Background: an optimization exercise with open tools, aiming at small area and a short achievable clock period. Do not read the settings as production practice. Function was checked by simulation only, so behaviour that the tests miss may differ from the original. Power is estimated from default activity; no workload was simulated.

**design/flow/config.mk**
```make
export PLATFORM = sky130hd
export DESIGN_NAME = as2650
export DESIGN_NICKNAME = as2650
export VERILOG_FILES = /design/flow/design.v
export SDC_FILE = /design/flow/constraint.sdc
export NUM_CORES = 4
export LEC_CHECK = 0
export CAP_MARGIN = 10
export CORE_MARGIN = 2
export CORE_UTILIZATION = 50
export CTS_BUF_LIST = sky130_fd_sc_hd__clkbuf_16
export CTS_CLUSTER_DIAMETER = 100
export CTS_CLUSTER_SIZE = 20
export SLEW_MARGIN = 10
```
**design/flow/constraint.sdc**
```tcl
create_clock -name core_clock -period 16.0 [get_ports {clk}]
set_input_delay 3.2000 -clock core_clock [delete_from_list [all_inputs] [get_ports {clk}]]
set_output_delay 3.2000 -clock core_clock [all_outputs]
set_load 0.01 [all_outputs]
```
**design/flow/design.v**
```verilog
`default_nettype none
module as2650(
	input clk,
	input rst,
	input [7:0] bus_in,
	output [7:0] bus_out,
	output le_lo,
	output le_hi,
	output OEb,
	output WEb,
	output bus_dir,
	output IOC,
	output IOD,
	input [6:0] irqs,
	output flag,
	input sense,
	output [7:0] ext_io_addr,
	output io_bus_cyc,
	output io_bus_we,
	output [7:0] io_bus_out,
	input [7:0] io_bus_in,
	output [7:0] debug_psl,
	output [7:0] debug_psu,
	output [32:0] la_data_out,
	input wb_hidden_rom_enable,
	output reg cpu_hidden_rom_enable,
	output WE_ram
);
localparam FETCH = 0;
localparam PARAM1 = 1;
localparam PARAM2 = 2;
localparam DATA1 = 3;
localparam IO1 = 4;
localparam IO2 = 5;
localparam INVALID = 6;
localparam HALT = 7;
localparam EXT_IO1 = 8;
localparam EXT_IO2 = 9;
localparam EXT_IO3 = 10;
localparam EXT_IO4 = 11;
localparam INTERRUPT_ACTION1 = 12;
reg trap;
reg [2:0] irq_num;
reg [7:0] r0, r1, r2, r3, r5, r6, r7;
reg [7:0] psu;
reg [7:0] psl;
assign debug_psu = psu;
assign debug_psl = psl;
assign flag = psu[6];
reg [15:0] stack [15:0];
reg [12:0] PC;
reg [2:0] page_reg;
reg [11:0] ivectors_base;
reg [15:0] last_addr;
reg [3:0] cycle;
reg [7:0] insin;
reg [15:0] instruction_args_latch;
reg extend;
reg [1:0] warmup;
reg halted;
wire warm = warmup != 2'b00;
wire reset = rst || warm;
reg indirect_cyc;
reg [1:0] indexed_cyc;
reg relative_cyc;
reg [2:0] chirp_ptr;
wire [3:0] sp = psu[3:0];
wire [3:0] sp_m1 = sp - 4'd1;
wire [3:0] sp_p1 = sp + 4'd1;
wire [15:0] TOS = stack[sp_m1];
wire [7:0] r1_v = psl[4] ? r5 : r1;
wire [7:0] r2_v = psl[4] ? r6 : r2;
wire [7:0] r3_v = psl[4] ? r7 : r3;
assign la_data_out = {halted, r3_v, r2_v, r1_v, r0};
function [7:0] rd;
	input [1:0] a;
	begin
		case(a)
			2'd1: rd = r1_v;
			2'd2: rd = r2_v;
			2'd3: rd = r3_v;
			default: rd = r0;
		endcase
	end
endfunction
wire [7:0] instruction = cycle == FETCH ? bus_in : insin;
wire is_RETURN = (instruction[7:2] == 6'b000101 || instruction[7:2] == 6'b001101) && !extend;
wire is_DAR = instruction[7:2] == 6'b100101 && !extend;
wire is_CLR = instruction[7:2] == 6'h31 && !extend;
wire is_EXT = instruction == 8'hB7 && !extend;
wire is_HALT = instruction == 8'h40 && !extend;
wire is_NOP = instruction == 8'hC0 && !extend;
wire is_XCHG = instruction == 8'h91 && !extend;
wire is_MUL = instruction == 8'h90 && !extend;
wire is_ZBR = (instruction == 8'h9B || instruction == 8'hBB) && !extend;
wire is_BXA = (instruction == 8'h9F || instruction == 8'hBF) && !extend;
wire is_LPS = instruction[7:1] == 7'h49 && !extend;
wire is_SPS = instruction[7:1] == 7'h09 && !extend;
wire is_BRANCH = instruction[4:3] == 2'b11;
wire needs_param = (instruction[3:2] == 2'b01 || instruction[3:2] == 2'b10) && !is_RETURN && !is_DAR && !is_CLR && !is_EXT && !extend;
wire needs_2_param = instruction[3:2] == 2'b11 || (extend && instruction[3:2] == 2'b10);
wire is_indexed = ((instruction[3:2] == 2'b11 && instruction_args_latch[14:13] != 2'b00) && !is_BRANCH && !indirect_cyc && !extend) || (extend && (instruction[7:2] == 6'h03 || instruction[7:2] == 6'h33));
wire is_indirect_pre = (instruction[3:2] == 2'b10 || instruction[3:2] == 2'b11) && !indirect_cyc && !extend;
wire is_indirect_p1 = bus_in[7] && is_indirect_pre;
wire is_indirect_p2 = instruction_args_latch[15] && is_indirect_pre;
wire is_store = (instruction[7:4] == 4'hC && !is_NOP && !extend) || (instruction[7:3] == 5'h19 && extend);
wire is_COM = instruction[7:4] == 4'hE && !extend;
wire is_ALU_op = !instruction[4] && !is_store && !is_HALT && !is_COM && (!extend || instruction[3] == 1);
wire is_immediate = instruction[3:2] == 2'b01;
wire is_zero_reg = instruction[3:2] == 2'b00;
wire is_add_sub = instruction[7:5] == 3'h4 || instruction[7:5] == 3'h5;
wire is_relative = instruction[3:2] == 2'b10;
wire is_PUSH = instruction == 8'h10 && !extend;
wire is_POP = instruction == 8'h11 && !extend;
wire is_TPS = instruction[7:1] == 7'h5A && !extend;
wire is_CPS = instruction[7:1] == 7'h3A && !extend;
wire is_PPS = instruction[7:1] == 7'h3B && !extend;
wire is_RRR = instruction[7:2] == 6'h14 && !extend;
wire is_RRL = instruction[7:2] == 6'h34 && !extend;
wire is_TMI = instruction[7:2] == 6'h3D && !extend;
wire is_IO_READ = (instruction[7:2] == 6'h0C || instruction[7:2] == 6'h1C) && !extend;
wire is_IO_WRITE = (instruction[7:2] == 6'h2C || instruction[7:2] == 6'h3C) && !extend;
wire is_CPL = instruction[7:2] == 6'h38 && extend;
wire is_PSHS = instruction == 8'h10 && extend;
wire is_POPS = instruction == 8'h11 && extend;
wire is_SVB = instruction == 8'h12 && extend;
wire is_CHRP = instruction == 8'h13 && extend;
wire is_EXT_IO = (instruction[7:2] == 6'h15 || instruction[7:2] == 6'h35) && !extend;
wire is_TRAP = instruction == 8'h90 && extend;
wire is_CLRT = instruction == 8'h91 && extend;
wire is_LIR = instruction == 8'h92 && extend;
wire is_SIR = instruction == 8'h93 && extend;
wire [2:0] instr_reg_a = {psl[4], instruction[1:0]};
wire [7:0] instr_reg_v = rd(instruction[1:0]);
wire is_store_q = (insin[7:4] == 4'hC && insin != 8'hC0 && !extend) || (insin[7:3] == 5'h19 && extend);
wire is_IO_READ_q = (insin[7:2] == 6'h0C || insin[7:2] == 6'h1C) && !extend;
wire is_IO_WRITE_q = (insin[7:2] == 6'h2C || insin[7:2] == 6'h3C) && !extend;
wire [7:0] instr_reg_v_q = rd(insin[1:0]);
wire [12:0] PC_p1 = PC + 13'd1;
wire q_RETURN = (insin[7:2] == 6'b000101 || insin[7:2] == 6'b001101) && !extend;
wire q_DAR = insin[7:2] == 6'b100101 && !extend;
wire q_CLR = insin[7:2] == 6'h31 && !extend;
wire q_EXT = insin == 8'hB7 && !extend;
wire q_HALT = insin == 8'h40 && !extend;
wire q_NOP = insin == 8'hC0 && !extend;
wire q_XCHG = insin == 8'h91 && !extend;
wire q_MUL = insin == 8'h90 && !extend;
wire q_ZBR = (insin == 8'h9B || insin == 8'hBB) && !extend;
wire q_BXA = (insin == 8'h9F || insin == 8'hBF) && !extend;
wire q_LPS = insin[7:1] == 7'h49 && !extend;
wire q_SPS = insin[7:1] == 7'h09 && !extend;
wire q_BRANCH = insin[4:3] == 2'b11;
wire q_needs_param = (insin[3:2] == 2'b01 || insin[3:2] == 2'b10) && !q_RETURN && !q_DAR && !q_CLR && !q_EXT && !extend;
wire q_needs_2_param = insin[3:2] == 2'b11 || (extend && insin[3:2] == 2'b10);
wire q_indexed = ((insin[3:2] == 2'b11 && instruction_args_latch[14:13] != 2'b00) && !q_BRANCH && !indirect_cyc && !extend) || (extend && (insin[7:2] == 6'h03 || insin[7:2] == 6'h33));
wire q_indirect_pre = (insin[3:2] == 2'b10 || insin[3:2] == 2'b11) && !indirect_cyc && !extend;
wire q_indirect_p1 = bus_in[7] && q_indirect_pre;
wire q_indirect_p2 = instruction_args_latch[15] && q_indirect_pre;
wire q_store = (insin[7:4] == 4'hC && !q_NOP && !extend) || (insin[7:3] == 5'h19 && extend);
wire q_COM = insin[7:4] == 4'hE && !extend;
wire q_ALU_op = !insin[4] && !q_store && !q_HALT && !q_COM && (!extend || insin[3] == 1);
wire q_immediate = insin[3:2] == 2'b01;
wire q_zero_reg = insin[3:2] == 2'b00;
wire q_add_sub = insin[7:5] == 3'h4 || insin[7:5] == 3'h5;
wire q_relative = insin[3:2] == 2'b10;
wire q_PUSH = insin == 8'h10 && !extend;
wire q_POP = insin == 8'h11 && !extend;
wire q_TPS = insin[7:1] == 7'h5A && !extend;
wire q_CPS = insin[7:1] == 7'h3A && !extend;
wire q_PPS = insin[7:1] == 7'h3B && !extend;
wire q_RRR = insin[7:2] == 6'h14 && !extend;
wire q_RRL = insin[7:2] == 6'h34 && !extend;
wire q_TMI = insin[7:2] == 6'h3D && !extend;
wire q_IO_READ = (insin[7:2] == 6'h0C || insin[7:2] == 6'h1C) && !extend;
wire q_IO_WRITE = (insin[7:2] == 6'h2C || insin[7:2] == 6'h3C) && !extend;
wire q_CPL = insin[7:2] == 6'h38 && extend;
wire q_PSHS = insin == 8'h10 && extend;
wire q_POPS = insin == 8'h11 && extend;
wire q_SVB = insin == 8'h12 && extend;
wire q_CHRP = insin == 8'h13 && extend;
wire q_EXT_IO = (insin[7:2] == 6'h15 || insin[7:2] == 6'h35) && !extend;
wire q_TRAP = insin == 8'h90 && extend;
wire q_CLRT = insin == 8'h91 && extend;
wire q_LIR = insin == 8'h92 && extend;
wire q_SIR = insin == 8'h93 && extend;
wire q_CC_BRANCH = insin[7:4] == 4'h1 || insin[7:4] == 4'h3 || insin[7:4] == 4'h9 || insin[7:4] == 4'hB;
wire q_REG_BRANCH = !q_CC_BRANCH;
wire q_BRANCH_SUB = insin[7:4] != 4'hF && insin[5:4] == 2'b11;
wire [2:0] instr_reg_a_q = {psl[4], insin[1:0]};
wire [12:0] PC_p2 = PC + 13'd2;
wire [12:0] PC_p3 = PC + 13'd3;
wire [12:0] PC_p23 = needs_2_param ? PC_p3 : PC_p2;
wire [7:0] rel_lo = {1'b0, PC_p1[6:0]} + {1'b0, bus_in[6:0]};
wire [5:0] rel_hi_p1 = PC_p1[12:7] + 6'd1;
wire [5:0] rel_hi_m1 = PC_p1[12:7] - 6'd1;
wire [5:0] rel_hi = rel_lo[7] == bus_in[6] ? PC_p1[12:7] : (rel_lo[7] ? rel_hi_p1 : rel_hi_m1);
wire [12:0] relative_eff_address_pre = {rel_hi, rel_lo[6:0]};
wire [15:0] relative_eff_address = {page_reg, relative_eff_address_pre};
wire is_CC_BRANCH = instruction[7:4] == 4'h1 || instruction[7:4] == 4'h3 || instruction[7:4] == 4'h9 || instruction[7:4] == 4'hB;
wire is_REG_BRANCH = !is_CC_BRANCH;
wire is_BRANCH_SUB = instruction[7:4] != 4'hF && instruction[5:4] == 2'b11;
wire [7:0] reg_plus_1 = instr_reg_v + 8'd1;
wire [7:0] reg_minus_1 = instr_reg_v - 8'd1;
wire bcr_nonzero = instruction[7:4] == 4'hD ? instr_reg_v != 8'hFF : (instruction[7:4] == 4'hF ? instr_reg_v != 8'h01 : instr_reg_v != 8'h00);
wire should_branch = (is_CC_BRANCH && instruction[7] && psl[7:6] != instruction[1:0]) || (is_CC_BRANCH && !instruction[7] && instruction[1:0] == 2'b11) || (is_CC_BRANCH && !instruction[7] && psl[7:6] == instruction[1:0] || (is_REG_BRANCH && bcr_nonzero)) || is_ZBR || is_BXA;
wire [15:0] zbr_target = {(bus_in[6] ? 10'b0000000111 : 10'h000), bus_in[5:0]};
wire is_interrupt_cycle = cycle == INTERRUPT_ACTION1;
wire is_data_fetch_cycle = relative_cyc || indirect_cyc || cycle == DATA1 || is_interrupt_cycle;
wire is_instr_fetch_cycle = (cycle == FETCH || cycle == PARAM1 || cycle == PARAM2) && !is_data_fetch_cycle;
wire indexed_data1 = indexed_cyc != 2'b00 && cycle == DATA1;
wire IO_cyc = cycle == IO1 || cycle == IO2;
reg [15:0] requested_addr;
wire hit = last_addr == requested_addr;
wire hi_eq = requested_addr[15:8] == last_addr[15:8];
wire lo_eq = requested_addr[7:0] == last_addr[7:0];
wire mem_cyc = (is_instr_fetch_cycle || is_data_fetch_cycle) && !IO_cyc;
wire le_lo_act = mem_cyc && !lo_eq && hi_eq;
wire le_hi_act = mem_cyc && !hi_eq;
assign le_lo = le_lo_act && !rst;
assign le_hi = le_hi_act && !rst;
wire write_cyc = (cycle == DATA1 || (cycle == PARAM1 && relative_cyc)) && is_store_q;
wire [7:0] alu_instr_reg_q = indexed_data1 ? r0 : instr_reg_v_q;
assign OEb = (!(((is_instr_fetch_cycle || is_data_fetch_cycle) && hit) || (IO_cyc && is_IO_READ_q)) || write_cyc) || rst;
assign WE_ram = (write_cyc && hit) && !rst;
wire WEb_run = !(write_cyc || (is_IO_WRITE_q && cycle == IO1)) || (!hit && !IO_cyc);
assign WEb = WEb_run || rst;
assign bus_out = is_IO_WRITE_q && IO_cyc ? instr_reg_v_q : (le_lo_act ? requested_addr[7:0] : (le_hi_act ? requested_addr[15:8] : alu_instr_reg_q));
assign bus_dir = (!(!WEb_run || le_lo_act || le_hi_act || (is_IO_WRITE_q && IO_cyc))) || rst;
assign IOC = IO_cyc && !insin[6];
assign io_bus_cyc = cycle == EXT_IO3 || cycle == EXT_IO4;
assign io_bus_we = insin[7];
assign io_bus_out = instr_reg_v_q;
assign ext_io_addr = instruction_args_latch[15:8];
assign IOD = IO_cyc && insin[6];
reg [15:0] mul_res;
function [1:0] fadd;
	input x, y, z;
	begin
		fadd = {(x & y) | (x & z) | (y & z), x ^ y ^ z};
	end
endfunction
integer mi, mj;
reg [7:0] ms, mc;
reg [1:0] mt;
always @(*) begin
	for(mj = 0; mj < 8; mj = mj + 1) begin
		ms[mj] = r0[mj] & r1_v[0];
		mc[mj] = 1'b0;
	end
	mul_res[0] = ms[0];
	for(mi = 1; mi < 8; mi = mi + 1) begin
		for(mj = 0; mj < 8; mj = mj + 1) begin
			mt = fadd(r0[mj] & r1_v[mi], mj < 7 ? ms[mj + 1] : 1'b0, mc[mj]);
			ms[mj] = mt[0];
			mc[mj] = mt[1];
		end
		mul_res[mi] = ms[0];
	end
	mul_res[15:8] = {1'b0, ms[7:1]} + mc;
end
wire [7:0] rrr = psl[3] ? {psl[0], instr_reg_v[7:1]} : {instr_reg_v[0], instr_reg_v[7:1]};
wire [7:0] rrl = psl[3] ? {instr_reg_v[6:0], psl[0]} : {instr_reg_v[6:0], instr_reg_v[7]};
wire [7:0] alu_instr_reg = indexed_data1 ? r0 : instr_reg_v;
wire [7:0] alu_input1 = is_zero_reg ? r0 : alu_instr_reg;
wire [7:0] alu_input2 = is_zero_reg ? instr_reg_v : bus_in;
wire [2:0] alu_op = instruction[7:5];
wire alu_inv = alu_op != 3'd4;
wire alu_cin = alu_op == 3'd4 ? (psl[3] && psl[0]) : (alu_op == 3'd5 ? (!psl[3] || psl[0]) : 1'b0);
wire [8:0] alu_sum = {1'b0, alu_input1} + {1'b0, alu_inv ? ~alu_input2 : alu_input2} + {8'h00, alu_cin};
reg [8:0] alu_next;
always @(*) begin
	case(alu_op)
		1: alu_next = {psl[0], alu_input1 ^ alu_input2};
		2: alu_next = {psl[0], alu_input1 & alu_input2};
		3: alu_next = {psl[0], alu_input1 | alu_input2};
		4: alu_next = alu_sum;
		5: alu_next = alu_sum;
		default: alu_next = {psl[0], alu_input2};
	endcase
end
wire next_idc = alu_next[4] != alu_input1[4] ^ (alu_op == 5 ? ~alu_input2[4] : alu_input2[4]);
wire next_ovf = alu_input1[7] == alu_input2[7] && alu_next[7] != alu_input1[7];
wire cmp_eq = alu_input1 == alu_input2;
wire cmp_gt = alu_sum[8];
wire [1:0] cmp_cc = cmp_eq ? 2'b00 : ((psl[1] || alu_input1[7] == alu_input2[7]) ? (cmp_gt ? 2'b01 : 2'b10) : (alu_input1[7] ? 2'b10 : 2'b01));
function [1:0] cc_of;
	input [7:0] v;
	begin
		cc_of = v[7] ? 2'b10 : (v != 8'h00 ? 2'b01 : 2'b00);
	end
endfunction
wire [55:0] chirp_tab = {7'd10, 7'd13, 7'h21, 7'h70, 7'h72, 7'h69, 7'h68, 7'h43};
wire [6:0] chirpchar = chirp_tab[{chirp_ptr, 3'b000} - {3'b000, chirp_ptr} +: 7];
wire [7:0] irqs_all = {irqs[6], irqs[5], irqs[4], trap, irqs[3], irqs[2], irqs[1], irqs[0]};
wire [2:0] irq_enc = irqs_all[7] ? 3'h7 : (irqs_all[6] ? 3'h6 : (irqs_all[5] ? 3'h5 : (irqs_all[4] ? 3'h4 : (irqs_all[3] ? 3'h3 : (irqs_all[2] ? 3'h2 : (irqs_all[1] ? 3'h1 : 3'h0))))));
localparam WB_ALU = 4'd0, WB_REG = 4'd1, WB_INC = 4'd2, WB_DEC = 4'd3, WB_NOT = 4'd4, WB_CHRP = 4'd5, WB_ZERO = 4'd6, WB_R0 = 4'd7,
	WB_DAR = 4'd8, WB_RRR = 4'd9, WB_RRL = 4'd10, WB_PSL = 4'd11, WB_PSU = 4'd12, WB_BUS = 4'd13, WB_IO = 4'd14;
localparam PCS_HOLD = 3'd0, PCS_P1 = 3'd1, PCS_P23 = 3'd2, PCS_REL = 3'd3, PCS_ZBR = 3'd4, PCS_ABS = 3'd5, PCS_TOS = 3'd6;
localparam ITS_HOLD = 3'd0, ITS_ZBR = 3'd1, ITS_REL = 3'd2, ITS_IND2 = 3'd3, ITS_INT = 3'd4;
localparam A_HOLD = 2'd0, A_BUS = 2'd1, A_REG = 2'd2;
localparam ST_PC = 2'd0, ST_R10 = 2'd1, ST_PS = 2'd2;
localparam PR_MUL = 2'd0, PR_XCHG = 2'd1, PR_TOS = 2'd2;
localparam INS_HOLD = 3'd0, INS_BUS = 3'd1, INS_0C = 3'd2, INS_CC = 3'd3, INS_3F = 3'd4;
localparam ALL_FIELDS = 2'd0, ALL_TOS = 2'd1, ALL_R0 = 2'd2, ALL_CP = 2'd3;
localparam CC_HOLD = 3'd0, CC_CMP = 3'd1, CC_WB = 3'd2, CC_MUL = 3'd3, CC_01 = 3'd4, CC_TPS = 3'd5, CC_TMI = 3'd6;
localparam F_HOLD = 2'd0, F_ALU = 2'd1, F_RRR = 2'd2, F_RRL = 2'd3;
localparam SP_HOLD = 2'd0, SP_INC = 2'd1, SP_DEC = 2'd2;
localparam II_HOLD = 2'd0, II_CLR = 2'd1, II_SET = 2'd2;
wire [3:0] bcr_sel = instruction[7:4] == 4'hD ? WB_INC : (instruction[7:4] == 4'hF ? WB_DEC : WB_REG);
wire [3:0] bcr_sel_q = insin[7:4] == 4'hD ? WB_INC : (insin[7:4] == 4'hF ? WB_DEC : WB_REG);
reg trap_n;
reg [2:0] irq_num_n;
reg [11:0] ivb_n;
reg [3:0] cycle_n;
reg extend_n, halted_n, ind_n, rel_n;
reg [1:0] idx_n;
reg [2:0] chirp_n;
reg chre_n;
reg wb_en;
reg [2:0] wb_a;
reg [3:0] wb_sel;
reg pr_en;
reg [1:0] pr_sel;
reg st_en;
reg [1:0] st_sel;
reg [2:0] pc_sel, it_sel, ins_sel, cc_sel;
reg [1:0] ah_sel, al_sel, psl_all, psu_all, c_sel, idc_sel, sp_sel, ii_sel;
reg ovf_sel, cp_set;
always @(*) begin
	trap_n = trap;
	irq_num_n = irq_num;
	ivb_n = ivectors_base;
	cycle_n = cycle;
	extend_n = extend;
	halted_n = halted;
	ind_n = indirect_cyc;
	rel_n = relative_cyc;
	idx_n = indexed_cyc;
	chirp_n = chirp_ptr;
	chre_n = cpu_hidden_rom_enable;
	wb_en = 1'b0;
	wb_a = instr_reg_a;
	wb_sel = WB_ALU;
	pr_en = 1'b0;
	pr_sel = PR_MUL;
	st_en = 1'b0;
	st_sel = ST_PC;
	pc_sel = PCS_HOLD;
	it_sel = ITS_HOLD;
	ins_sel = INS_HOLD;
	ah_sel = A_HOLD;
	al_sel = A_HOLD;
	psl_all = ALL_FIELDS;
	psu_all = ALL_FIELDS;
	cc_sel = CC_HOLD;
	c_sel = F_HOLD;
	idc_sel = F_HOLD;
	ovf_sel = 1'b0;
	sp_sel = SP_HOLD;
	ii_sel = II_HOLD;
	cp_set = 1'b0;
	case(cycle)
	FETCH: begin
		ind_n = 1'b0;
		rel_n = 1'b0;
		idx_n = 2'b00;
		if(hit) begin
			pc_sel = PCS_P1;
			ins_sel = INS_BUS;
			if(is_LIR) begin
				ah_sel = A_REG;
				al_sel = A_REG;
				cycle_n = DATA1;
				extend_n = 1'b0;
				ins_sel = INS_0C;
			end else if(is_SIR) begin
				ah_sel = A_REG;
				al_sel = A_REG;
				cycle_n = DATA1;
				extend_n = 1'b0;
				ins_sel = INS_CC;
			end else if(needs_param || needs_2_param) begin
				if(is_BRANCH && !should_branch) begin
					pc_sel = PCS_P23;
					cycle_n = FETCH;
					if(is_REG_BRANCH) begin
						wb_en = 1'b1;
						wb_sel = bcr_sel;
					end
				end else cycle_n = PARAM1;
			end else begin
				if(is_HALT) halted_n = 1'b1;
				extend_n = is_EXT;
				if(is_CPL) begin
					wb_en = 1'b1;
					wb_sel = WB_NOT;
				end
				if(is_TRAP) trap_n = 1'b1;
				if(is_CLRT) trap_n = 1'b0;
				if(is_XCHG) begin
					pr_en = 1'b1;
					pr_sel = PR_XCHG;
				end
				if(is_PUSH) begin
					st_en = 1'b1;
					st_sel = ST_R10;
					sp_sel = SP_INC;
				end
				if(is_POP) begin
					pr_en = 1'b1;
					pr_sel = PR_TOS;
					sp_sel = SP_DEC;
				end
				if(is_PSHS) begin
					st_en = 1'b1;
					st_sel = ST_PS;
					sp_sel = SP_INC;
				end
				if(is_POPS) begin
					psl_all = ALL_TOS;
					psu_all = ALL_TOS;
				end
				if(is_SVB) ivb_n = {r1_v, r0[7:4]};
				if(is_CHRP) begin
					wb_en = 1'b1;
					wb_a = 3'b000;
					wb_sel = WB_CHRP;
					chirp_n = chirp_ptr + 3'd1;
					cc_sel = CC_01;
				end
				if(is_CLR) begin
					wb_en = 1'b1;
					wb_sel = WB_ZERO;
				end
				if(is_RETURN) begin
					if(instruction[1:0] == 2'b11 || instruction[1:0] == psl[7:6]) begin
						pc_sel = PCS_TOS;
						sp_sel = SP_DEC;
						if(instruction[5]) ii_sel = II_CLR;
					end
				end
				if(is_MUL) begin
					pr_en = 1'b1;
					pr_sel = PR_MUL;
					cc_sel = CC_MUL;
				end
				if(is_COM && is_zero_reg) begin
					cc_sel = CC_CMP;
				end else if(is_ALU_op && is_zero_reg) begin
					wb_en = 1'b1;
					wb_a = 3'b000;
					wb_sel = WB_ALU;
					c_sel = F_ALU;
					cc_sel = CC_WB;
					if(is_add_sub) begin
						idc_sel = F_ALU;
						ovf_sel = 1'b1;
					end
				end else if(is_store && !is_NOP && is_zero_reg) begin
					wb_en = 1'b1;
					wb_sel = WB_R0;
					cc_sel = CC_WB;
				end
				if(is_DAR) begin
					wb_en = 1'b1;
					wb_sel = WB_DAR;
				end
				if(is_RRR) begin
					if(psl[3]) begin
						c_sel = F_RRR;
						idc_sel = F_RRR;
					end
					cc_sel = CC_WB;
					wb_en = 1'b1;
					wb_sel = WB_RRR;
				end
				if(is_RRL) begin
					if(psl[3]) begin
						c_sel = F_RRL;
						idc_sel = F_RRL;
					end
					cc_sel = CC_WB;
					wb_en = 1'b1;
					wb_sel = WB_RRL;
				end
				if(is_LPS) begin
					if(instruction[0]) psl_all = ALL_R0;
					else psu_all = ALL_R0;
				end
				if(is_SPS) begin
					wb_en = 1'b1;
					wb_a = 3'b000;
					wb_sel = instruction[0] ? WB_PSL : WB_PSU;
					cc_sel = CC_WB;
				end
				cycle_n = is_HALT ? HALT : (is_IO_READ || is_IO_WRITE ? IO1 : FETCH);
			end
		end
	end
	PARAM1: begin
		if(hit) begin
			if(is_instr_fetch_cycle) pc_sel = PCS_P1;
			if(q_immediate || relative_cyc) begin
				if(q_store) begin
				end else if(q_ALU_op) begin
					wb_en = 1'b1;
					wb_sel = WB_ALU;
					c_sel = F_ALU;
					cc_sel = CC_WB;
					if(q_add_sub) begin
						idc_sel = F_ALU;
						ovf_sel = 1'b1;
					end
				end else begin
					if(q_TPS) cc_sel = CC_TPS;
					if(q_CPS) begin
						cp_set = 1'b0;
						if(insin[0]) psl_all = ALL_CP;
						else psu_all = ALL_CP;
					end
					if(q_PPS) begin
						cp_set = 1'b1;
						if(insin[0]) psl_all = ALL_CP;
						else psu_all = ALL_CP;
					end
					if(q_COM) cc_sel = CC_CMP;
					if(q_TMI) cc_sel = CC_TMI;
				end
				cycle_n = q_EXT_IO ? EXT_IO1 : FETCH;
				extend_n = 1'b0;
				rel_n = 1'b0;
			end else if(q_needs_2_param || indirect_cyc) begin
				cycle_n = PARAM2;
			end else if(q_relative && q_indirect_p1) begin
				it_sel = q_ZBR ? ITS_ZBR : ITS_REL;
				ind_n = 1'b1;
			end else if(q_relative && !q_indirect_p1) begin
				if(q_BRANCH) begin
					if(q_BRANCH_SUB) begin
						st_en = 1'b1;
						sp_sel = SP_INC;
					end
					pc_sel = q_ZBR ? PCS_ZBR : PCS_REL;
					if(q_REG_BRANCH) begin
						wb_en = 1'b1;
						wb_sel = bcr_sel_q;
					end
					extend_n = 1'b0;
					cycle_n = FETCH;
				end else begin
					rel_n = 1'b1;
					it_sel = ITS_REL;
				end
			end
			ah_sel = A_BUS;
		end
	end
	PARAM2: begin
		if(hit) begin
			if(is_instr_fetch_cycle) pc_sel = PCS_P1;
			if(!indirect_cyc && instruction_args_latch[14:13] != 2'b00 && !q_BRANCH) begin
				idx_n = q_indexed ? instruction_args_latch[14:13] : 2'b00;
				if(q_indexed && instruction_args_latch[14:13] != 2'b11 && !extend) begin
					wb_en = 1'b1;
					wb_sel = instruction_args_latch[14:13] == 2'b01 ? WB_INC : WB_DEC;
				end
			end
			if(q_indirect_p2 && !indirect_cyc) begin
				ind_n = 1'b1;
				it_sel = ITS_IND2;
				cycle_n = PARAM1;
			end else if(q_BRANCH) begin
				if(insin == 8'h1F) chre_n = 1'b0;
				if(q_BRANCH_SUB) begin
					st_en = 1'b1;
					sp_sel = SP_INC;
				end
				pc_sel = PCS_ABS;
				if(q_REG_BRANCH) begin
					wb_en = 1'b1;
					wb_sel = bcr_sel_q;
				end
				cycle_n = FETCH;
				extend_n = 1'b0;
			end else cycle_n = DATA1;
			al_sel = A_BUS;
		end
	end
	DATA1: begin
		if(hit) begin
			ind_n = 1'b0;
			idx_n = 2'b00;
			if(q_store) begin
			end else if(q_COM) begin
				cc_sel = CC_CMP;
			end else if(q_ALU_op) begin
				wb_en = 1'b1;
				wb_a = indexed_data1 ? 3'b000 : instr_reg_a_q;
				wb_sel = WB_ALU;
				c_sel = F_ALU;
				cc_sel = CC_WB;
				if(q_add_sub) begin
					idc_sel = F_ALU;
					ovf_sel = 1'b1;
				end
			end
			cycle_n = FETCH;
			extend_n = 1'b0;
		end
	end
	IO1: begin
		cycle_n = IO2;
	end
	IO2: begin
		if(q_IO_READ) begin
			wb_en = 1'b1;
			wb_sel = WB_BUS;
			cc_sel = CC_WB;
		end
		cycle_n = FETCH;
	end
	EXT_IO1: begin
		cycle_n = EXT_IO2;
	end
	EXT_IO2: begin
		cycle_n = EXT_IO3;
	end
	EXT_IO3: begin
		cycle_n = EXT_IO4;
	end
	EXT_IO4: begin
		if(!insin[7]) begin
			wb_en = 1'b1;
			wb_sel = WB_IO;
			cc_sel = CC_WB;
		end
		cycle_n = FETCH;
	end
	INTERRUPT_ACTION1: begin
		ins_sel = INS_3F;
		ind_n = 1'b1;
		it_sel = ITS_INT;
		ii_sel = II_SET;
		cycle_n = PARAM1;
	end
	default: begin
	end
	endcase
	if(cycle == HALT || (cycle == FETCH && !hit)) begin
		if(irqs != 7'h00 && !psu[5]) begin
			irq_num_n = irq_enc;
			cycle_n = INTERRUPT_ACTION1;
		end
	end
end
wire [7:0] dar_res = {instr_reg_v[7:4] + (psl[0] ? 4'h0 : 4'hA), instr_reg_v[3:0] + (psl[5] ? 4'h0 : 4'hA)};
wire c_f = cycle == FETCH;
wire c_p1 = cycle == PARAM1;
wire c_p2 = cycle == PARAM2;
wire s_bcr = (c_f && is_BRANCH) || ((c_p1 || c_p2) && q_BRANCH);
wire [3:0] bcr_op = c_f ? instruction[7:4] : insin[7:4];
wire s_inc = (s_bcr && bcr_op == 4'hD) || (c_p2 && !q_BRANCH && instruction_args_latch[14:13] == 2'b01);
wire s_dec = (s_bcr && bcr_op == 4'hF) || (c_p2 && !q_BRANCH && instruction_args_latch[14:13] == 2'b10);
wire s_reg = s_bcr && bcr_op != 4'hD && bcr_op != 4'hF;
wire s_not = c_f && is_CPL;
wire s_chrp = c_f && is_CHRP;
wire s_r0 = c_f && is_store && is_zero_reg;
wire s_dar = c_f && is_DAR;
wire s_rrr = c_f && is_RRR;
wire s_rrl = c_f && is_RRL;
wire s_psl = c_f && is_SPS && instruction[0];
wire s_psu = c_f && is_SPS && !instruction[0];
wire s_bus = cycle == IO2;
wire s_io = cycle == EXT_IO4;
wire s_alu = (c_f && is_ALU_op && is_zero_reg) || (c_p1 && !q_BRANCH) || cycle == DATA1;
wire [7:0] wb_other = ({8{s_inc}} & reg_plus_1) | ({8{s_dec}} & reg_minus_1) |
				({8{s_reg}} & instr_reg_v) | ({8{s_not}} & ~instr_reg_v) | ({8{s_chrp}} & {1'b0, chirpchar}) |
				({8{s_r0}} & r0) | ({8{s_dar}} & dar_res) | ({8{s_rrr}} & rrr) | ({8{s_rrl}} & rrl) |
				({8{s_psl}} & psl) | ({8{s_psu}} & psu) | ({8{s_bus}} & bus_in) | ({8{s_io}} & io_bus_in);
wire [7:0] wb_d = wb_other | ({8{s_alu}} & alu_next[7:0]);
reg [15:0] pr_d;
always @(*) begin
	case(pr_sel)
		PR_XCHG: pr_d = {r0, r1_v};
		PR_TOS: pr_d = TOS;
		default: pr_d = mul_res;
	endcase
end
reg [15:0] st_d;
always @(*) begin
	case(st_sel)
		ST_R10: st_d = {r1_v, r0};
		ST_PS: st_d = {psu, psl};
		default: st_d = {page_reg, indirect_cyc ? PC : PC_p1};
	endcase
end
wire [7:0] abs_hi = indirect_cyc || extend ? instruction_args_latch[15:8] : {page_reg[2], instruction_args_latch[14:8]};
wire [7:0] abs_hi_p1 = abs_hi + 8'd1;
wire [8:0] abs_lo = {1'b0, bus_in} + {1'b0, q_BXA ? r3_v : 8'h00};
wire [15:0] abs_target = {abs_lo[8] ? abs_hi_p1 : abs_hi, abs_lo[7:0]};
reg [15:0] pcp_n;
always @(*) begin
	case(pc_sel)
		PCS_P1: pcp_n = {page_reg, PC_p1};
		PCS_P23: pcp_n = {page_reg, PC_p23};
		PCS_REL: pcp_n = relative_eff_address;
		PCS_ZBR: pcp_n = zbr_target;
		PCS_ABS: pcp_n = abs_target;
		PCS_TOS: pcp_n = TOS;
		default: pcp_n = {page_reg, PC};
	endcase
end
wire [2:0] page_n = pcp_n[15:13];
wire [12:0] PC_n = pcp_n[12:0];
wire it_step_up = cycle == PARAM1 && hit;
wire it_step_down = cycle == PARAM2 && hit;
wire [15:0] ra_p1 = requested_addr + 16'd1;
wire [15:0] ra_m1 = requested_addr - 16'd1;
wire [15:0] it_held = it_step_down ? ra_m1 : (it_step_up ? ra_p1 : requested_addr);
reg [15:0] it_n;
always @(*) begin
	case(it_sel)
		ITS_ZBR: it_n = zbr_target;
		ITS_REL: it_n = relative_eff_address;
		ITS_IND2: it_n = q_BRANCH ? {page_reg[2], instruction_args_latch[14:8], bus_in} : {page_reg, instruction_args_latch[12:8], bus_in};
		ITS_INT: it_n = {ivectors_base, irq_num, 1'b0};
		default: it_n = it_held;
	endcase
end
wire [15:0] args_n = {ah_sel == A_BUS ? bus_in : (ah_sel == A_REG ? r3_v : instruction_args_latch[15:8]),
					al_sel == A_BUS ? bus_in : (al_sel == A_REG ? r2_v : instruction_args_latch[7:0])};
reg [7:0] insin_n;
always @(*) begin
	case(ins_sel)
		INS_BUS: insin_n = bus_in;
		INS_0C: insin_n = 8'h0C;
		INS_CC: insin_n = 8'hCC;
		INS_3F: insin_n = 8'h3F;
		default: insin_n = insin;
	endcase
end
wire [15:0] last_n = {le_hi_act ? requested_addr[15:8] : last_addr[15:8], le_lo_act ? requested_addr[7:0] : last_addr[7:0]};
reg [1:0] cc_n;
always @(*) begin
	case(cc_sel)
		CC_CMP: cc_n = cmp_cc;
		CC_WB: cc_n = s_alu ? cc_of(alu_next[7:0]) : cc_of(wb_other);
		CC_MUL: cc_n = mul_res[15] ? 2'b10 : ((r0 != 8'h00 && r1_v != 8'h00) ? 2'b01 : 2'b00);
		CC_01: cc_n = 2'b01;
		CC_TPS: cc_n = (((insin[0] ? psl : psu) & bus_in) == bus_in) ? 2'b00 : 2'b01;
		CC_TMI: cc_n = ((instr_reg_v_q & bus_in) == instr_reg_v_q) ? 2'b00 : 2'b01;
		default: cc_n = psl[7:6];
	endcase
end
reg c_n, idc_n;
always @(*) begin
	case(c_sel)
		F_ALU: c_n = alu_next[8];
		F_RRR: c_n = instr_reg_v[0];
		F_RRL: c_n = instr_reg_v[7];
		default: c_n = psl[0];
	endcase
	case(idc_sel)
		F_ALU: idc_n = next_idc;
		F_RRR: idc_n = instr_reg_v[6];
		F_RRL: idc_n = instr_reg_v[4];
		default: idc_n = psl[5];
	endcase
end
wire ovf_n = ovf_sel ? next_ovf : psl[2];
wire [3:0] sp_n = sp_sel == SP_INC ? sp_p1 : (sp_sel == SP_DEC ? sp_m1 : sp);
wire ii_n = ii_sel == II_CLR ? 1'b0 : (ii_sel == II_SET ? 1'b1 : psu[5]);
reg [7:0] psl_n, psu_n;
always @(*) begin
	case(psl_all)
		ALL_TOS: psl_n = TOS[7:0];
		ALL_R0: psl_n = r0;
		ALL_CP: psl_n = cp_set ? (psl | bus_in) : (psl & ~bus_in);
		default: psl_n = {cc_n, idc_n, psl[4:3], ovf_n, psl[1], c_n};
	endcase
	case(psu_all)
		ALL_TOS: psu_n = {TOS[15:12], sp_m1};
		ALL_R0: psu_n = r0;
		ALL_CP: psu_n = cp_set ? (psu | bus_in) : (psu & ~bus_in);
		default: psu_n = {sense, psu[6], ii_n, psu[4], sp_n};
	endcase
end
wire fetch_n = (cycle_n == FETCH || cycle_n == PARAM1 || cycle_n == PARAM2) && !(rel_n || ind_n);
wire [7:0] index_n = (cycle == PARAM2 && !indirect_cyc && !extend && instruction_args_latch[14:13] == 2'b01) ? instr_reg_v_q + 8'd1 :
					((cycle == PARAM2 && !indirect_cyc && !extend && instruction_args_latch[14:13] == 2'b10) ? instr_reg_v_q - 8'd1 : instr_reg_v_q);
wire [7:0] d1_hi = indirect_cyc || extend ? instruction_args_latch[15:8] : {page_reg, instruction_args_latch[12:8]};
wire [7:0] d1_hi_p1 = d1_hi + 8'd1;
wire [8:0] d1_lo = {1'b0, bus_in} + {1'b0, idx_n != 2'b00 ? index_n : 8'h00};
wire [15:0] d1_addr = cycle == PARAM2 ? {d1_lo[8] ? d1_hi_p1 : d1_hi, d1_lo[7:0]} :
					(cycle == FETCH ? {page_reg, r3_v[4:0], r2_v} : requested_addr);
wire [15:0] req_n = cycle_n == DATA1 ? d1_addr : (fetch_n ? pcp_n : ((ind_n || rel_n) ? it_n : 16'h0000));
always @(posedge clk) begin
	if(reset) begin
		requested_addr <= 16'h0000;
		psl <= 8'h00;
		psu <= 8'h20;  
		cycle <= (rst || warmup[1]) ? INVALID : FETCH;
		last_addr <= 16'hAAAA;
		insin <= 8'h00;
		PC <= 13'h0000;
		extend <= 1'b0;
		warmup <= rst ? 2'b11 : warmup - 2'd1;
		halted <= 1'b0;
		indirect_cyc <= 1'b0;
		relative_cyc <= 1'b0;
		indexed_cyc <= 2'b00;
		page_reg <= 3'b000;
		ivectors_base <= 12'h000;
		chirp_ptr <= 3'b000;
		trap <= 1'b0;
		cpu_hidden_rom_enable <= wb_hidden_rom_enable;
	end else begin
		trap <= trap_n;
		requested_addr <= req_n;
		irq_num <= irq_num_n;
		psu <= psu_n;
		psl <= psl_n;
		PC <= PC_n;
		page_reg <= page_n;
		ivectors_base <= ivb_n;
		last_addr <= last_n;
		cycle <= cycle_n;
		insin <= insin_n;
		extend <= extend_n;
		halted <= halted_n;
		indirect_cyc <= ind_n;
		relative_cyc <= rel_n;
		indexed_cyc <= idx_n;
		chirp_ptr <= chirp_n;
		cpu_hidden_rom_enable <= chre_n;
	end
end
always @(posedge clk) begin
	if(!reset && st_en) stack[sp] <= st_d;
end
wire [7:0] wd_lo = (pr_en ? pr_d[7:0] : wb_d) & {8{!reset}};
wire [7:0] wd_hi = (pr_en ? pr_d[15:8] : wb_d) & {8{!reset}};
wire [7:0] wd = wb_d & {8{!reset}};
wire wr_any = wb_en && !pr_en;
always @(posedge clk) begin
	if(reset || pr_en || (wr_any && wb_a[1:0] == 2'd0)) r0 <= wd_lo;
	if(reset || (pr_en && !psl[4]) || (wr_any && wb_a == 3'd1)) r1 <= wd_hi;
	if(reset || (pr_en && psl[4]) || (wr_any && wb_a == 3'd5)) r5 <= wd_hi;
	if(reset || (wr_any && wb_a == 3'd2)) r2 <= wd;
	if(reset || (wr_any && wb_a == 3'd3)) r3 <= wd;
	if(reset || (wr_any && wb_a == 3'd6)) r6 <= wd;
	if(reset || (wr_any && wb_a == 3'd7)) r7 <= wd;
end
always @(posedge clk) begin
	instruction_args_latch <= args_n;
end
endmodule
```
**design/flow/flow/run.sh**
```bash
#!/bin/bash
# The standard layout (standard.sh: the standard flow's own synthesis and ORFS flow) with two changes:
# - the input and output ports are buffered with sky130_fd_sc_hd__buf_1 cells instead of
#   the cell buffer_ports picks by default;
# - ORFS's repair_timing steps aim for 9 ns of setup slack rather than 0, so that they size
#   up the slowest paths; the clock and constraints are the design's.
# Make's full output goes to flow_make.log here; ORFS's own logs are under orfs/logs.
set -euo pipefail
export BUFFER_PORTS_ARGS="-buffer_cell sky130_fd_sc_hd__buf_1"
export SETUP_SLACK_MARGIN=9
export TNS_END_PERCENT=5
bash standard.sh finish > flow_make.log 2>&1
```
**design/flow/standard.sh**
```bash
#!/bin/bash
# synth_recipe.tcl (not shown) runs the flow's synth.tcl, then flattens the netlist and writes it again
# the make line also repeats each setting of config.mk as NAME=value (left out here)
make -C /OpenROAD-flow-scripts/flow DESIGN_CONFIG=/design/flow/config.mk WORK_HOME=/design/flow/orfs CLKGATE_MAP_FILE= SYNTH_SCRIPT=/design/flow/synth_recipe.tcl "${@:-finish}"
```
==> summary.txt, run 1 <==
RSZ-0062 raised after global routing: true
initial antenna violation count: 7
H-tree depth: 1
CTS tree: done
crit path time final: 7.10 ns
register bit total from synthesis: 424
CP Capture Type: output pin
worst vdd ir: 0.0895 mV
most common cell after layout, fill and taps aside: edfxtp_1
Synth Net Count: 3306
Fin. Hold Viols: 0
sequential area share after synthesis: 38.7%
post-route ant nets: 0
CP Launch Type: flip-flop
vias in the first global route: 25600
total die area: 0.0628 mm²
clock skew: 0.0412 ns
Rel. slew slack: 16.8%
critical path, cell by cell: buf_4 -> mux2i_1 -> inv_1 -> buf_4 -> mux4_2 -> inv_1 -> o21ai_0 -> mux2i_1 -> o21ai_0 -> buf_1
Largest regs: stack: 256 flops, last_addr: 16 flops, requested_addr: 16 flops
DIE WIDTH: 251 µm
HPWL Detailed: 87700 µm
max-cap violation count: 0
Layout area overhead: 9.36%
Post-synth EDFFs: 326
required time of the critical path: 12.80 ns
vias per cell: 6.89
Biggest register: stack
Worst-Margin Slew: 1.24 ns
status: finished clean
number of DRC markers in iteration 0: 3725
worst skew pair latency: 0.64 ns
I/O pins: 112
max reg flops: 256
CTS Root Buffer Type: clkbuf_16
Starting Density: 50.5%
area of the multi-input gates: 0.0177 mm²
leakage: 11.5 nW
commonest cells after routing, fill and taps aside: edfxtp_1 (326), nor2_1 (267), nand2_1 (263)
cell family with the largest share of critical-path delay: multiplexers
fraction of registers with async set/reset: 0%
Fillers: 5347
share of cells above drive strength 1: 13.2%
crit-path max FO: 29
routed len/inst: 31.2 µm
Hold Path Class: flip-flop to flip-flop
Pre-antenna DRT Iters: 8
fmax: 141 MHz
power per cell area: 64.3 mW/mm²
Final Non-Filler Cells: 3947
Site Rows: 90
WS Path Type: flip-flop to output pin
first-pass GRT wire length: 177000 µm
Slew Viols, Final: 0
Netlist cell types: 99
GPL Wtd Cong: 1.01
total CTS buffers: 28
core area: 0.0602 mm²
Arr. time, crit path: 3.90 ns
largest net degree at the start of global routing: 62
Total Wirelength: 123000 µm
Fin Setup TNS: 0 ns
Worst-path clk slew: 0.10 ns
Post-Synthesis Cells: 3103
syn avg cell area: 9.80 µm²
GRT Overall Usage: 38.4%
cell area after synthesis: 0.0304 mm²
Tcrit/Tclk final: 44.4%
# hold bufs at CTS: 0
Worst path max stage delay: 0.63 ns
I/O Buffers: 111
CTS Buffer Depth: 3
Layout Nets: 3344
gr ovfl total: 0
vias: 27200
Top FF cell, synth: edfxtp_1
synth warn: 1
Critical Path Slowest Stage Cell: mux4_2
Power Total: 2.14 mW
drc violations: 0
flip-flop and latch area: 0.0118 mm²
Sink Count: 424
die height: 251 µm
Placed Cells incl. Taps: 3870
crit path buf inv count: 5
final setup violation count: 0
==> power by group <==
part | switching, mW | internal [mW] | leakage (nW) | total (mW)
clock network | 0.415 | 0.330 | 0.474 | 0.745
registers | 0.00494 | 1.18 | 3.43 | 1.18
logic | 0.146 | 0.0666 | 7.54 | 0.212
==> cell families (layout without fill, tap and decap cells) <==
kind of cell | count (synthesis) | count (layout) | share of synthesized area, %
AOI/OAI and AO/OA | 778 | 778 | 17.3
xor gates and xnor gates | 135 | 135 | 3.89
adders and majority gates | 177 | 177 | 8.51
buffers and inverters | 365 | 424 | 4.71
DFF | 424 | 424 | 38.7
muxes | 213 | 213 | 10.8
other | 0 | 2 | 0
and+or+nand+nor | 1011 | 1012 | 16.1
==> routing by layer <==
| layer | up-vias | GRT usage, % | share of wire, % |
|---|---|---|---|
| li1 | 11600 | - | - |
| met1 | 13400 | 52.5 | 39 |
| met2 | 1753 | 58.2 | 43 |
| met3 | 340 | 8.32 | 12 |
| met4 | 6 | 18.6 | 5.9 |
| met5 | - | 0 | 0.030 |
==> stage by stage <==
| stage | setup WS (ns) | cell area (µm²) | hold WS (ns) | util [%] |
|---|---|---|---|---|
| 4_1_cts | 8.86 | 33000 | 0.459 | 54.8 |
| 5_1_grt | 8.83 | 33200 | 0.476 | 55.2 |
| 3_5_place_dp | 7.35 | 31800 | 0.447 | 52.8 |
| 6_report | 8.90 | 33200 | 0.464 | 55.2 |
| 3_3_place_gp | 7.48 | 31800 | 0.440 | 52.8 |
| 2_1_floorplan | 8.94 | 30500 | 0.431 | - |
==> Yosys cell counts (all sizes together) (24+ instances only) <==
| library cell | number | area, µm² |
|---|---|---|
| nand3 | 69 | 345 |
| a211oi | 40 | 305 |
| mux4 | 88 | 1980 |
| a21o | 34 | 255 |
| xor2 | 41 | 359 |
| o21ai | 159 | 796 |
| fa | 50 | 1000 |
| nor2b | 36 | 225 |
| and2 | 71 | 444 |
| xnor2 | 94 | 823 |
| ha | 126 | 1580 |
| and3 | 37 | 231 |
| a221oi | 52 | 455 |
| nand2b | 34 | 220 |
| a22oi | 54 | 405 |
| mux2 | 40 | 454 |
| nor2 | 284 | 1070 |
| nor4 | 24 | 165 |
| clkbuf | 185 | 694 |
| dfxtp | 98 | 1960 |
| inv | 137 | 514 |
| nor3 | 87 | 445 |
| a21oi | 200 | 1010 |
| nand2 | 266 | 998 |
| edfxtp | 326 | 9790 |
| buf | 40 | 213 |
| mux2i | 85 | 855 |
==> worst paths after layout <==
path                     from          endpoint  cells after the start  slack [ns]
min reg2reg  ivectors_base[1]  ivectors_base[1]                      2        0.46
max                    psl[4]        bus_out[6]                     10        8.90
min          ivectors_base[1]  ivectors_base[1]                      2        0.46
max reg2reg            psl[4]            psl[6]                     23        9.20
==> what timing repair did <==
item / CTS / global route
pin swaps: 6 / 6
resized for setup: 61 / 31
endpoints found under the setup margin: 647 / 461
cloned: 0 / 1
buffers inserted: 7 / 15
endpoints found under the hold margin: 0 / 0
==> area by class of cell <==
class                   count  area share, %
repair buffers            232           4.21
clock inverters            24          0.531
diodes                      2         0.0151
well taps                 782           2.94
inverters                 140           1.62
multi-input cells        2315           53.2
clock buffers              28           2.11
flip-flops and latches    424           35.4
==> worst min-delay path, stage by stage, from the launching register on <==
cell	delay (ns)
dfxtp_1	0.32
nand2_1	0.05
a21oi_1	0.05
==> inputs of run 2 (changes only) <==
--- a/design/flow/design.v
+++ b/design/flow/design.v
@@ -74,12 +74,13 @@
 assign la_data_out = {halted, r3_v, r2_v, r1_v, r0};
 function [7:0] rd;
 	input [1:0] a;
+	input [7:0] v0, v1, v2, v3;
 	begin
 		case(a)
-			2'd1: rd = r1_v;
-			2'd2: rd = r2_v;
-			2'd3: rd = r3_v;
-			default: rd = r0;
+			2'd1: rd = v1;
+			2'd2: rd = v2;
+			2'd3: rd = v3;
+			default: rd = v0;
 		endcase
 	end
 endfunction
@@ -131,11 +132,11 @@
 wire is_LIR = instruction == 8'h92 && extend;
 wire is_SIR = instruction == 8'h93 && extend;
 wire [2:0] instr_reg_a = {psl[4], instruction[1:0]};
-wire [7:0] instr_reg_v = rd(instruction[1:0]);
+wire [7:0] instr_reg_v = rd(instruction[1:0], r0, r1_v, r2_v, r3_v);
 wire is_store_q = (insin[7:4] == 4'hC && insin != 8'hC0 && !extend) || (insin[7:3] == 5'h19 && extend);
 wire is_IO_READ_q = (insin[7:2] == 6'h0C || insin[7:2] == 6'h1C) && !extend;
 wire is_IO_WRITE_q = (insin[7:2] == 6'h2C || insin[7:2] == 6'h3C) && !extend;
-wire [7:0] instr_reg_v_q = rd(insin[1:0]);
+wire [7:0] instr_reg_v_q = rd(insin[1:0], r0, r1_v, r2_v, r3_v);
 wire [12:0] PC_p1 = PC + 13'd1;
 wire q_RETURN = (insin[7:2] == 6'b000101 || insin[7:2] == 6'b001101) && !extend;
 wire q_DAR = insin[7:2] == 6'b100101 && !extend;
--- a/design/flow/flow/run.sh
+++ b/design/flow/flow/run.sh
@@ -8,5 +8,5 @@
 set -euo pipefail
 export BUFFER_PORTS_ARGS="-buffer_cell sky130_fd_sc_hd__buf_1"
 export SETUP_SLACK_MARGIN=9
-export TNS_END_PERCENT=5
+export TNS_END_PERCENT=0
 bash standard.sh finish > flow_make.log 2>&1
==> run 2 against run 1 <==
Against the previous run: wire length up 5.5%; fmax is 1.4% lower; first-iteration DRC count grew 13%; sequential share of layout area fell by 0.58 points; final cell count up 1.6%; critical path depth up 3; clock power is 3.9% higher; critical path type is now primary input to flip-flop.
==> summary.txt, run 2 <==
cell family with the largest share of critical-path delay: compound AO/OA/AOI/OAI gates
CTS tree: done
crit-path max FO: 18
number of DRC markers in iteration 0: 4219
status: finished clean
Post-synth EDFFs: 326
Worst-Margin Slew: 1.15 ns
Netlist cell types: 97
DIE WIDTH: 251 µm
Layout area overhead: 10.7%
Fin. Hold Viols: 0
Total Wirelength: 130000 µm
area of the multi-input gates: 0.0180 mm²
commonest cells after routing, fill and taps aside: edfxtp_1 (326), nor2_1 (282), nand2_1 (231)
top post-synthesis cells by area: edfxtp_1 (32%), dfxtp_1 (6.4%), mux4_2 (6.2%)
leakage: 11.6 nW
highest routed layer: met5
vias in the first global route: 26200
vias per cell: 7.05
Post-Synthesis Cells: 3149
register bit total from synthesis: 424
top-count cell post-synth: edfxtp_1
die height: 251 µm
XOR/XNOR share of the synthesized area: 3.84%
post-route ant nets: 0
CP Launch Type: primary input
# hold bufs at CTS: 0
critical path, cell by cell: buf_1 -> buf_4 -> clkinv_1 -> mux2i_1 -> buf_4 -> nand2_1 -> o21ai_0 -> a21oi_1 -> a311oi_4 -> o21ai_1 -> o21ai_0 -> a221oi_1 -> o21ai_0
Final Instance Area: 0.0338 mm²
power per cell area: 64.2 mW/mm²
fraction of registers with async set/reset: 0%
Critical Path Slowest Stage Cell: o21ai_0
CP Capture Type: flip-flop
syn avg cell area: 9.70 µm²
vias: 28300
cell area after synthesis: 0.0306 mm²
synth warn: 1
core area: 0.0604 mm²
Site Rows: 90
max reg flops: 256
WS Path Type: primary input to flip-flop
Hold Path Class: flip-flop to flip-flop
worst vdd ir: 0.103 mV
HP Start: halted
Arr. time, crit path: 7.82 ns
Sink Count: 424
I/O Buffers: 111
mux share of post-synthesis cell area: 10.1%
I/O pins: 112
worst r2r src: psl[4]
sequential area share after synthesis: 38.5%
met3 WL post-DR: 15100 µm
HPWL Detailed: 93500 µm
Biggest register: stack
max-cap violation count: 0
Final WS setup: 8.80 ns
total die area: 0.0631 mm²
Fin Setup TNS: 0 ns
first-pass GRT wire length: 186000 µm
clock skew: 0.0803 ns
Largest regs: stack: 256 flops, last_addr: 16 flops, requested_addr: 16 flops
flip-flop and latch area: 0.0118 mm²
H-tree depth: 1
Worst path max stage delay: 0.79 ns
CP startpoint: bus_in[6]
top cells by count, synth: edfxtp_1 (326), nor2_1 (300), nand2_1 (234)
Synth Net Count: 3352
share of cells above drive strength 1: 13.6%
Fillers: 5319
final setup violation count: 0
total CTS buffers: 29
drc violations: 0
Worst-path clk slew: 0.10 ns
GPL Wtd Cong: 1.01
worst skew pair latency: 0.69 ns
Starting Density: 50.6%
CTS Buffer Depth: 3
CP dominant cell by count: o21ai_0
placed cell area: 0.0319 mm²
GRT Overall Usage: 40.3%
Layout Nets: 3404
most common cell after layout, fill and taps aside: edfxtp_1
RSZ-0062 raised after global routing: true
Rel. slew slack: 23.3%
Tcrit/Tclk final: 45.0%
gr ovfl total: 0
largest area contributor in the netlist: edfxtp_1
Slew Viols, Final: 0
crit path time final: 7.20 ns
Top FF cell, synth: edfxtp_1
Yosys top cell area share: 32.0%
area share of fa/ha/maj cells after synthesis: 8.47%
Post-Place Setup Slack: 6.73 ns
routed len/inst: 32.4 µm
CTS Root Buffer Type: clkbuf_16
initial antenna violation count: 3
main combinational cell family by area after synthesis: compound AO/OA/AOI/OAI gates
Pre-antenna DRT Iters: 6
largest net degree at the start of global routing: 65
fmax: 139 MHz
hold_ws: 0.490 ns
Synth Area in Compound Gates: 18.4%
DR WL met2: 55300 µm
crit path buf inv count: 4
post-synthesis simple-gate area fraction: 15.7%
required time of the critical path: 16.62 ns
WL met1: 49800 µm
[run 2: through the flow]
step / std cells / power, mW / utilization, %
6_report: 4009 / 2.17 / 56.0
5_1_grt: 4006 / 2.21 / 56.0
4_1_cts: 3971 / 2.16 / 55.1
3_5_place_dp: 3912 / 1.40 / 52.9
3_3_place_gp: 3912 / 1.40 / 52.9
2_1_floorplan: 3149 / 1.32 / -
[run 2: per-layer routing]
metal | vias up | track usage [%]
li1 | 11900 | -
met1 | 13900 | 54.2
met2 | 1994 | 60.5
met3 | 466 | 9.40
met4 | 6 | 22.1
met5 | - | 0
[run 2: cell type report]
class                      instances  area share (%)
timing repair buffer             252            4.60
sequential                       424            34.8
antenna                            3          0.0222
clock inverter                    25           0.574
inverter                         164            1.88
tap                              782            2.89
multi-input combinational       2330            53.1
clock buffer                      29            2.15
[run 2: worst register-to-register path, cell delays in order, from the launching register on]
cell        delay (ns)
dfxtp_4           0.48
mux2i_1           0.22
buf_4             0.20
clkinvlp_4        0.28
and2_1            0.28
ha_1              0.27
inv_1             0.05
fa_1              0.49
inv_1             0.05
fa_1              0.53
fa_1              0.44
fa_1              0.49
fa_1              0.42
fa_1              0.50
ha_1              0.17
inv_1             0.05
fa_1              0.39
inv_1             0.07
a21oi_1           0.06
o21bai_1          0.19
a21o_1            0.14
a21oi_1           0.07
xor2_1            0.34
a21o_1            0.18
a21oi_1           0.08
[run 2: cells by family after synthesis]
group                    count (synthesis)
AND/OR/NAND/NOR                        986
buffers and inverters                  395
AO/OA/AOI/OAI                          832
multiplexers                           201
XOR/XNOR                               134
adder cells (fa/ha/maj)                177
flip-flops                             424
[run 2: where the power goes]
group / switching, mW / internal [mW] / leakage (nW)
clock: 0.429 / 0.345 / 0.508
sequential: 0.00361 / 1.18 / 3.50
combinational: 0.151 / 0.0661 / 7.62
total: 0.583 / 1.59 / 11.6
[run 2: worst paths after layout]
| kind | end | slack, ns | cells past startpoint |
|---|---|---|---|
| worst min register to register | halted | 0.49 | 2 |
| worst max-delay path | requested_addr[1] | 8.80 | 13 |
| worst max register to register | r1[6] | 9.25 | 24 |
| worst min-delay path | halted | 0.49 | 2 |
[run 2: timing repair]
action	CTS	global route
endpoints found under the setup margin	636	662
resized for setup	84	63
gates cloned	0	0
setup buffers	5	35
pin swaps	3	12
==> inputs of run 3 (changes only) <==
--- a/design/flow/flow/run.sh
+++ b/design/flow/flow/run.sh
@@ -8,5 +8,5 @@
 set -euo pipefail
 export BUFFER_PORTS_ARGS="-buffer_cell sky130_fd_sc_hd__buf_1"
 export SETUP_SLACK_MARGIN=9
-export TNS_END_PERCENT=0
+export TNS_END_PERCENT=5
 bash standard.sh finish > flow_make.log 2>&1
==> run 3 against run 2 <==
Against the previous run: still clean; sequential power is essentially flat; critical path depth decreased by 9; sequential share of layout area is 0.48 points lower; critical path type is now primary input to output pin; highest routed layer unchanged.
==> summary.txt, run 3 <==
status: finished clean
Biggest register: stack
final setup violation count: 0
hold_ws: 0.476 ns
power per cell area: 62.8 mW/mm²
Fin Setup TNS: 0 ns
fraction of registers with async set/reset: 0%
Synth Net Count: 3352
fmax: 142 MHz
WHS Path Cells: 2
CTS Root Buffer Type: clkbuf_16
CP Capture Type: output pin
vias: 28000
Worst-Margin Slew: 1.20 ns
RSZ-0062 raised after global routing: true
Rel. slew slack: 19.3%
Largest regs: stack: 256 flops, last_addr: 16 flops, requested_addr: 16 flops
endpoint of the worst hold path: halted
clock power share: 35.3%
Arr. time, crit path: 3.86 ns
Yosys top cell area share: 32.0%
synth warn: 1
critical path, cell by cell: clkbuf_2 -> a21oi_1 -> o21ai_0 -> buf_1
Post-Synthesis Cells: 3149
Hold Path Class: flip-flop to flip-flop
H-tree depth: 1
vias in the first global route: 26300
core area: 0.0604 mm²
vias per cell: 6.94
Fin. Hold Viols: 0
CTS Buffer Depth: 3
Layout Nets: 3428
Worst path max stage delay: 0.19 ns
GRT Overall Usage: 39.7%
Slew Viols, Final: 0
Post-synth EDFFs: 326
post-route ant nets: 0
worst vdd ir: 0.0978 mV
Internal Power: 1.58 mW
reg2reg end: requested_addr[15]
combinational share of power: 10.0%
cell area after synthesis: 0.0306 mm²
top cells by count, synth: edfxtp_1 (326), nor2_1 (300), nand2_1 (234)
I/O Buffers: 111
largest area contributor in the netlist: edfxtp_1
Psw: 571 µW
Netlist cell types: 97
Worst-path clk slew: 0.09 ns
required time of the critical path: 12.80 ns
Site Rows: 90
CP Launch Type: primary input
number of DRC markers in iteration 0: 4120
clock skew: 0.0348 ns
top post-synthesis cells by area: edfxtp_1 (32%), dfxtp_1 (6.4%), mux4_2 (6.2%)
r2r setup slk: 9.18 ns
crit path time final: 7.06 ns
worst skew pair latency: 0.65 ns
WS Path Type: primary input to output pin
Starting Density: 50.6%
gr ovfl total: 0
HPWL Detailed: 92800 µm
drc violations: 0
Tcrit/Tclk final: 44.1%
Power Total: 2.15 mW
largest net degree at the start of global routing: 61
Pre-antenna DRT Iters: 8
Layout area overhead: 12.2%
total die area: 0.0631 mm²
routed len/inst: 31.8 µm
worst r2r path cells: 18
leakage: 11.9 nW
sequential area share after synthesis: 38.5%
I/O pins: 112
CTS tree: done
Sink Count: 424
Total Wirelength: 128000 µm
HP Start: halted
max reg flops: 256
Critical Path Slowest Stage Cell: clkbuf_2
total CTS buffers: 28
max-cap violation count: 0
most common cell after layout, fill and taps aside: edfxtp_1
worst r2r src: requested_addr[11]
Switching Fraction: 26.5%
syn avg cell area: 9.70 µm²
Top FF cell, synth: edfxtp_1
share of cells above drive strength 1: 14.7%
top-count cell post-synth: edfxtp_1
register bit total from synthesis: 424
DIE WIDTH: 251 µm
GPL Wtd Cong: 1.05
crit-path max FO: 11
commonest cells after routing, fill and taps aside: edfxtp_1 (326), nor2_1 (280), nand2_1 (231)
Flop pwr share: 54.7%
first-pass GRT wire length: 183000 µm
ANT cells: 0
die height: 251 µm
initial antenna violation count: 1
run 3: worst max-delay path by stage:
stage                         start     endpoint  cells past startpoint
final                           rst          WEb                      4
after global routing      bus_in[2]  stack[0][4]                     17
after CTS                    psl[4]       psl[7]                     24
after detailed placement  bus_in[0]        r3[1]                     17
after global placement    bus_in[0]        r7[3]                     17
after floorplan           bus_in[4]  stack[0][0]                     11
run 3: cell type report:
class,count,area [µm²]
flip-flops and latches,424,11800
inverters,164,627
repair buffers,277,1870
clock buffers,29,726
clock inverters,23,174
well taps,782,978
fillers,5325,26100
multi-input cells,2330,18100
run 3: critical path, delay by kind of cell:
kind,cells,cell delay [ns]
AO/OA/AOI/OAI,2,0.29
buffers and inverters,2,0.37
run 3: kinds of logic (layout without fill, tap and decap cells):
kind of cell	count (synthesis)	after routing	synth area share, %
and+or+nand+nor	986	986	15.7
AOI/OAI and AO/OA	832	832	18.4
DFF	424	424	38.5
muxes	201	201	10.1
buffers and inverters	395	493	5.04
xor gates and xnor gates	134	134	3.84
adders and majority gates	177	177	8.47
run 3: power groups by stage:
stage	Sequential, mW	Clock (mW)	Combinational (mW)
floorplan	1.20	0	0.114
global placement	1.20	0	0.192
detailed placement	1.20	0	0.192
CTS	1.18	0.765	0.198
global route	1.18	0.799	0.223
finish	1.18	0.760	0.216
run 3: routing by layer:
layer	GRT usage (%)	wire length [µm]	part of all wire (%)
met4	20.8	8440	6.6
met2	59.6	54600	43
met1	53.3	50100	39
met3	9.79	14900	12
met5	0	10	0.0078
run 3: stage by stage:
stage | area [µm²] | setup WS, ns | cells | utilization (%)
floorplan | 30600 | 8.71 | 3149 | -
global placement | 32000 | 6.95 | 3921 | 53.0
detailed placement | 32000 | 6.74 | 3921 | 53.0
CTS | 33400 | 8.77 | 3980 | 55.3
global route | 34300 | 8.87 | 4029 | 56.8
finish | 34300 | 8.94 | 4029 | 56.8
run 3: repair_timing:
action	4_1_cts	5_1_grt
gates resized for setup	95	75
hold buffers	0	0
setup endpoints to repair	642	656
pin swaps	5	12
setup buffers	7	48
gates cloned	0	1

[re-timing with driven ports]
Ports are ideal in the flow. The routed layouts listed here were re-timed in OpenROAD.
Step 1 assumes that a clkbuf_16 drives the clock port and a buf_2 every other input.
Step 2 moves the port delays by t, midway between the first and last clock arrival at a register: inputs arrive t later, outputs are due t later. That takes back most of the time a late clock gives input paths.
a / b / c = ideal / step 1 / step 2; a / b = the first two.
run	t, ns	setup WS [ns]	worst setup path after step 2	worst slew at a driven data input, ns
run 1	0.684	8.902 / 8.840 / 8.313	input to register	0.04
run 2	0.720	8.804 / 8.801 / 8.128	input to register	0.09
run 3	0.701	8.937 / 8.917 / 8.314	input to register	0.04
After both steps every run listed still meets setup and hold. The setup slack of run 2, which loses most, moves by -0.003 ns with the drivers and by -0.676 ns with both steps.
